This design comes from an exercise in tuning for small area, a short achievable clock period and few clock cycles per item on the open sky130 flow, not from production work. Function was checked by simulation only, so behaviour that the tests miss may differ from the original.

Design aes128_core, start of the top module:
module aes128_core(
	input          clk,
	input          rst_n,      
	input          start,      
	input          decrypt,    
	input  [127:0] key,        
	input  [127:0] data_in,    
	output         ready,      
	output         done,       
	output [127:0] data_out
	);
Settings: LEC_CHECK=0, ABC_AREA=1, CAP_MARGIN=20, CORE_MARGIN=2, CORE_UTILIZATION=40, SLEW_MARGIN=20; clock period 12.0 ns.
standard.sh (not shown) runs the stock make flow with config.mk's settings and CLKGATE_MAP_FILE= SYNTH_SCRIPT=/design/flow/synth_recipe.tcl, a recipe that flattens the netlist after the stock synthesis.
==> flow/flow/run.sh <==
#!/bin/bash
# Standard layout, with repair_timing asked to leave a setup margin and the
# port buffers made with buf_2 cells (the SDC, clock period and every other
# setting are unchanged). make's output goes to standard_make.log; ORFS keeps
# each step's log under orfs/logs.
set -euo pipefail
export SETUP_SLACK_MARGIN=7.85
export BUFFER_PORTS_ARGS="-buffer_cell sky130_fd_sc_hd__buf_2"
bash standard.sh > standard_make.log 2>&1
Testbench counts at the start, summed over its fixed seeds: cycles 5,144, items 512.
Change:
--- a/flow/design.v
+++ b/flow/design.v
@@ -187,19 +187,21 @@
 		end
 	endfunction
 	reg  [127:0] sa, sb;         
 	reg  [127:0] ka, kb;         
 	reg  [31:0]  kfb;
 	reg  [127:0] out_q;
 	reg          busy_a, busy_b, dec_a, dec_b;
 	reg  [3:0]   r_a, r_b;       
 	reg          rdy_q, done_q;
-	reg  [15:0]  dec_av, dec_bv, rdy_v;
+	wire [15:0]  dec_av = {16{dec_a}};
+	wire [15:0]  dec_bv = {16{dec_b}};
+	wire [15:0]  rdy_v  = {16{rdy_q}};
 	wire last_a = dec_a ? (r_a == 4'd1) : (r_a == 4'd10);
 	wire last_b = dec_b ? (r_b == 4'd1) : (r_b == 4'd10);
 	wire r_a1 = (r_a == 4'd1), r_a10 = (r_a == 4'd10);
 	wire r_b1 = (r_b == 4'd1), r_b10 = (r_b == 4'd10);
 	wire [15:0] last_bv;
 	assign ready    = rdy_q;
 	assign done     = done_q;
 	assign data_out = out_q;
 	wire accept = start & rdy_q;
@@ -272,35 +274,31 @@
 	always @(posedge clk) begin
 		sa    <= sa_next;
 		sb    <= sbox_o;
 		ka    <= ka_next;
 		kb    <= kc;
 		kfb   <= kf;
 		out_q <= x;     
 		dec_b <= dec_a;
 		r_b   <= r_a;
-		dec_bv <= dec_av;
-		dec_av <= rdy_v & {16{decrypt}} | ~rdy_v & dec_bv;
 		if (rdy_q) begin
 			dec_a <= decrypt;
 			r_a   <= decrypt ? 4'd10 : 4'd1;
 		end else begin
 			dec_a <= dec_b;
 			r_a   <= dec_b ? r_b - 4'd1 : r_b + 4'd1;
 		end
 	end
 	always @(posedge clk) begin
 		if (!rst_n) begin
 			busy_a <= 1'b0;
 			busy_b <= 1'b0;
 			rdy_q  <= 1'b1;
-			rdy_v  <= 16'hffff;
 			done_q <= 1'b0;
 		end else begin
 			busy_a <= accept | (busy_b & ~last_b);
 			busy_b <= busy_a;
 			rdy_q  <= ~busy_a | last_a;
-			rdy_v  <= ~{16{busy_a}} | dec_av & {16{r_a1}} | ~dec_av & {16{r_a10}};
 			done_q <= busy_b & last_b;
 		end
 	end
 endmodule
After rerunning:
- The changed run completed with no timing, DRC or antenna violations
- final area grows by about 1.7%
- via count grows by about 5%
- global-route usage grows by 1.1 points
- count of clock-buffer cells in the layout is unchanged
- core utilization grows by 0.73 points
- fmax grows by 1.9%
Testbench counts after the change, summed over its fixed seeds: cycles 5,144, items 512.

--- another note on this design; it stands on its own ---

==> flow/design.v (excerpt) <==
module aes128_core(
	input          clk,
	input          rst_n,      
	input          start,      
	input          decrypt,    
	input  [127:0] key,        
	input  [127:0] data_in,    
	output         ready,      
	output         done,       
	output [127:0] data_out
	);
Size: about 730 flip-flops, about 390 I/O pins, ~75000 um2 of cells after synthesis.
clock: 12.0 ns
lec_check: 0
abc_area: 1
cap_margin: 20
core_margin: 2
core_utilization: 40
slew_margin: 20
standard.sh (not shown) runs the stock make flow with config.mk's settings and CLKGATE_MAP_FILE= SYNTH_SCRIPT=/design/flow/synth_recipe.tcl, a recipe that flattens the netlist after the stock synthesis.
==> flow/flow/run.sh <==
#!/bin/bash
# Standard layout, with repair_timing asked to leave a setup margin and the
# port buffers made with buf_2 cells (the SDC, clock period and every other
# setting are unchanged). make's output goes to standard_make.log; ORFS keeps
# each step's log under orfs/logs.
set -euo pipefail
export SETUP_SLACK_MARGIN=8
export BUFFER_PORTS_ARGS="-buffer_cell sky130_fd_sc_hd__buf_2"
bash standard.sh > standard_make.log 2>&1
The starting point went through all stages and came out clean.
Testbench counts at the start, summed over its fixed seeds: cycles 5,144, items 512.
Edit:
--- a/flow/flow/run.sh
+++ b/flow/flow/run.sh
@@ -7 +7 @@
-export SETUP_SLACK_MARGIN=8
+export SETUP_SLACK_MARGIN=7.85
CTS_BUF_LIST = sky130_fd_sc_hd__clkbuf_8   (was unset)
Result: Sequential share of layout area goes up by 0.41 points. Setup slack got worse by 0.20 ns. Clock skew goes up by 0.037 ns. Design area goes down by 3.1%.
Edit:
==> flow/flow/run.sh (replaced) <==
#!/bin/bash
# Standard layout, with repair_timing asked to leave a setup margin (the
# SDC, clock period and every other setting are unchanged).
set -euo pipefail
export SETUP_SLACK_MARGIN=8
bash standard.sh > standard_make.log 2>&1
CTS_BUF_LIST = unset   (was sky130_fd_sc_hd__clkbuf_8)
After rerunning: Final cell count grows by 0.73%; critical path depth shrinks by 12; non-clock buffer count grows by 211; cell area grows by 7.9%; clock-buffer cell count shrinks by 54; worst setup slack gets better by 0.047 ns.

==> separate check: timing with driven ports <==
No port has a modelled driver above. Below, the same layouts with a new extraction and two added sets of constraints.
Step 1 (the two cells are an assumption about what drives the block):
set clk [get_ports {clk}]
set_driving_cell -lib_cell sky130_fd_sc_hd__clkbuf_16 $clk
set_driving_cell -lib_cell sky130_fd_sc_hd__buf_2 [delete_from_list [all_inputs] $clk]
Step 2, shift: input delay + t, output delay - t, t = (earliest + latest rising clock arrival at the registers) / 2. This alone moves slack from input paths to output paths.
a / b / c = no drivers / after step 1 / after step 2; a / b = the first two.
| run | shift t [ns] | setup WS [ns] | worst hold slack (ns) | worst register clock-pin slew, ns |
|---|---|---|---|---|
| the first run of note 1 | 0.834 | 7.881 / 7.881 / 7.421 | 0.362 / 0.362 / 0.362 | 0.07 / 0.07 |
| the second run of note 1 | 0.836 | 7.959 / 7.952 / 7.307 | 0.361 / 0.361 / 0.361 | 0.07 / 0.07 |
| the first run of note 2 | 0.831 | 8.079 / 8.066 / 7.436 | 0.361 / 0.361 / 0.361 | 0.07 / 0.07 |
| the second run of note 2 | 1.030 | 7.875 / 7.854 / 7.411 | 0.362 / 0.362 / 0.362 | 0.09 / 0.09 |
| the third run of note 2 | 0.837 | 7.922 / 7.981 / 7.144 | 0.358 / 0.358 / 0.358 | 0.07 / 0.07 |
After both steps setup and hold are still met in every run listed. For the third run of note 2, which loses most, drivers alone change the setup slack by +0.059 ns; drivers and shift together by -0.778 ns.
